Context: an optimization exercise on an open-source flow, tuned for small area, a short achievable clock period and few clock cycles per item. The choices shown serve that exercise and are no tape-out recipe. Power is estimated from default activity; no workload was simulated.

// JAM
module JAM (
input CLK,
input RST,
output reg [2:0] W,
output reg [2:0] J,
input [6:0] Cost,
output reg [3:0] MatchCount,
output reg [9:0] MinCost,
output reg Valid );
localparam [6:0] LAST = 7'd73;
reg [6:0] step;
reg [2:0] yr, xr;           
reg [1:0] sF, sG;           
reg [111:0] Fm, Gm;         
reg [9:0] rom;              
always @(*) begin
    case (step)
        7'd0: rom = {3'd1, 3'd5, 2'd1, 2'd1};
        7'd1: rom = {3'd2, 3'd6, 2'd2, 2'd2};
        7'd2: rom = {3'd3, 3'd7, 2'd3, 2'd3};
        7'd3: rom = {3'd4, 3'd0, 2'd0, 2'd0};
        7'd4: rom = {3'd0, 3'd1, 2'd1, 2'd0};
        7'd5: rom = {3'd1, 3'd2, 2'd2, 2'd0};
        7'd6: rom = {3'd2, 3'd3, 2'd3, 2'd0};
        7'd7: rom = {3'd5, 3'd0, 2'd1, 2'd1};
        7'd8: rom = {3'd0, 3'd1, 2'd2, 2'd1};
        7'd9: rom = {3'd3, 3'd0, 2'd2, 2'd0};
        7'd10: rom = {3'd0, 3'd2, 2'd3, 2'd0};
        7'd11: rom = {3'd1, 3'd0, 2'd3, 2'd1};
        7'd12: rom = {3'd0, 3'd3, 2'd2, 2'd1};
        7'd13: rom = {3'd2, 3'd4, 2'd0, 2'd0};
        7'd14: rom = {3'd3, 3'd0, 2'd2, 2'd1};
        7'd15: rom = {3'd0, 3'd1, 2'd3, 2'd1};
        7'd16: rom = {3'd1, 3'd2, 2'd0, 2'd1};
        7'd17: rom = {3'd6, 3'd0, 2'd3, 2'd2};
        7'd18: rom = {3'd0, 3'd1, 2'd0, 2'd2};
        7'd19: rom = {3'd2, 3'd0, 2'd0, 2'd1};
        7'd20: rom = {3'd4, 3'd2, 2'd0, 2'd0};
        7'd21: rom = {3'd0, 3'd3, 2'd2, 2'd1};
        7'd22: rom = {3'd1, 3'd0, 2'd2, 2'd2};
        7'd23: rom = {3'd2, 3'd1, 2'd2, 2'd0};
        7'd24: rom = {3'd0, 3'd4, 2'd0, 2'd2};
        7'd25: rom = {3'd1, 3'd0, 2'd0, 2'd0};
        7'd26: rom = {3'd0, 3'd2, 2'd2, 2'd0};
        7'd27: rom = {3'd2, 3'd5, 2'd1, 2'd0};
  ...
Settings: LEC_CHECK=0, CAP_MARGIN=20, CORE_MARGIN=2, CORE_UTILIZATION=40, SLEW_MARGIN=20; clock period 16.0 ns.
run.sh (not shown) runs the stock make flow with config.mk's settings and CLKGATE_MAP_FILE= SYNTH_SCRIPT=/design/flow/synth_recipe.tcl, a recipe that flattens the netlist after the stock synthesis.
Then changed:
--- a/flow/design.v
+++ b/flow/design.v
@@ -86,54 +86,71 @@
         7'd68: rom = {3'd2, 3'd1, 2'd0, 2'd1};
         7'd69: rom = {3'd0, 3'd3, 2'd2, 2'd3};
         7'd70: rom = {3'd1, 3'd0, 2'd2, 2'd1};
         7'd71: rom = {3'd0, 3'd2, 2'd0, 2'd1};
         default: rom = 10'd0;
     endcase
 end
 reg [2:0] ph;
+reg [3:0] ldF, ldG;           
+reg selA, selB, selC, selD;   
+reg swB, swC;                 
 wire [2:0] phn = ph + 3'd1;
 wire [1:0] sn = (ph == 3'd7) ? rom[3:2] : phn[2] ? sG : sF;
 wire [1:0] rn = sn - phn[1:0] - 2'd1;
 always @(posedge CLK or posedge RST) begin
     if (RST) begin
         ph <= 3'd0;
         W <= 3'd3;
+        ldF <= 4'd8;
+        ldG <= 4'd0;
+        selA <= 1'b0;
+        selB <= 1'b0;
+        selC <= 1'b0;
+        selD <= 1'b0;
+        swB <= 1'b0;
+        swC <= 1'b0;
         J <= 3'd0;
         step <= 7'd0;
         yr <= 3'd0;
         xr <= 3'd4;
         sF <= 2'd0;
         sG <= 2'd0;
     end else begin
         ph <= phn;
         W <= {phn[2], rn};
+        ldF <= phn[2] ? 4'd0 : (4'd1 << rn);
+        ldG <= phn[2] ? (4'd1 << rn) : 4'd0;
+        selA <= phn[2];
+        selB <= phn[2] & (phn[1:0] != 2'd3);
+        selC <= (phn >= 3'd3) & (phn <= 3'd6);
+        selD <= (phn >= 3'd3);
+        swB <= (phn[1:0] == 2'd2);
+        swC <= phn[1];
         if (ph == 3'd3) J <= xr;
         if (ph == 3'd7) begin
             J <= rom[9:7];
             {yr, xr, sF, sG} <= rom;
             if (!Valid) step <= step + 7'd1;
         end
     end
 end
 integer r, k;
 always @(posedge CLK) begin
     for (r = 0; r < 4; r = r + 1)
         for (k = 0; k < 4; k = k + 1) begin
-            Fm[(k*4+r)*7 +: 7] <= (k == r && !W[2] && W[1:0] == r) ? Cost : Fm[(((k+1)%4)*4+r)*7 +: 7];
-            Gm[(k*4+r)*7 +: 7] <= (k == r &&  W[2] && W[1:0] == r) ? Cost : Gm[(((k+1)%4)*4+r)*7 +: 7];
+            Fm[(k*4+r)*7 +: 7] <= (k == r && ldF[r]) ? Cost : Fm[(((k+1)%4)*4+r)*7 +: 7];
+            Gm[(k*4+r)*7 +: 7] <= (k == r && ldG[r]) ? Cost : Gm[(((k+1)%4)*4+r)*7 +: 7];
         end
 end
-wire [111:0] M = ph[2] ? Fm : Gm;
-wire swap = (ph[1:0] == 2'd2);
-wire [27:0] cA = M[27:0];
-wire [27:0] cB = swap ? M[83:56] : M[55:28];
-wire [27:0] cC = swap ? M[55:28] : M[83:56];
-wire [27:0] cD = M[111:84];
+wire [27:0] cA = selA ? Fm[27:0] : Gm[27:0];
+wire [27:0] cB = selB ? (swB ? Fm[83:56] : Fm[55:28]) : (swB ? Gm[83:56] : Gm[55:28]);
+wire [27:0] cC = selC ? (swC ? Fm[55:28] : Fm[83:56]) : (swC ? Gm[55:28] : Gm[83:56]);
+wire [27:0] cD = selD ? Fm[111:84] : Gm[111:84];
 function [8:0] pmin;        
     input [6:0] a0, b1, b0, a1;
     reg [7:0] u, v;
     begin
         u = a0 + b1;
         v = b0 + a1;
         pmin = {u == v, (u < v) ? u : v};
     end
The changed run completed without violations.
Total power drops by 0.46%.
Sequential share of layout area drops by 0.28 points.
Hold slack improved by 5.3 ps.
Cell count climbs by 7.0%.
Synthesized area climbs by 5.1%.
Clock-buffer cell count climbs by 11.
First-iteration DRC count climbs by 24%.
Via count climbs by 6.5%.
Synthesized cell count climbs by 6.3%.
Combinational power drops by about 4%.
Global-route usage climbs by 0.40 points.
Function was not checked in any run of this note: the RTL went through the layout flow alone.

==> static timing again, ports no longer ideal <==
No port has a modelled driver above. Below, the same layouts with a new extraction and two added sets of constraints. Step 1 (the two cells are an assumption about what drives the block):
set clk [get_ports {CLK}]
set_driving_cell -lib_cell sky130_fd_sc_hd__clkbuf_16 $clk
set_driving_cell -lib_cell sky130_fd_sc_hd__buf_2 [delete_from_list [all_inputs] $clk]
Step 2, shift: input delay + t, output delay - t, t = (earliest + latest rising clock arrival at the registers) / 2. This alone moves slack from input paths to output paths. Slacks: ideal ports / drivers / drivers and shift; pairs: ideal ports / drivers.
run	t, ns	slack for setup (ns)	clock arrival spread, ns
the first run	0.596	10.495 / 10.443 / 10.645	0.033 / 0.032
the second run	0.584	10.588 / 10.533 / 11.067	0.024 / 0.024
After both steps setup and hold are still met in every run listed.
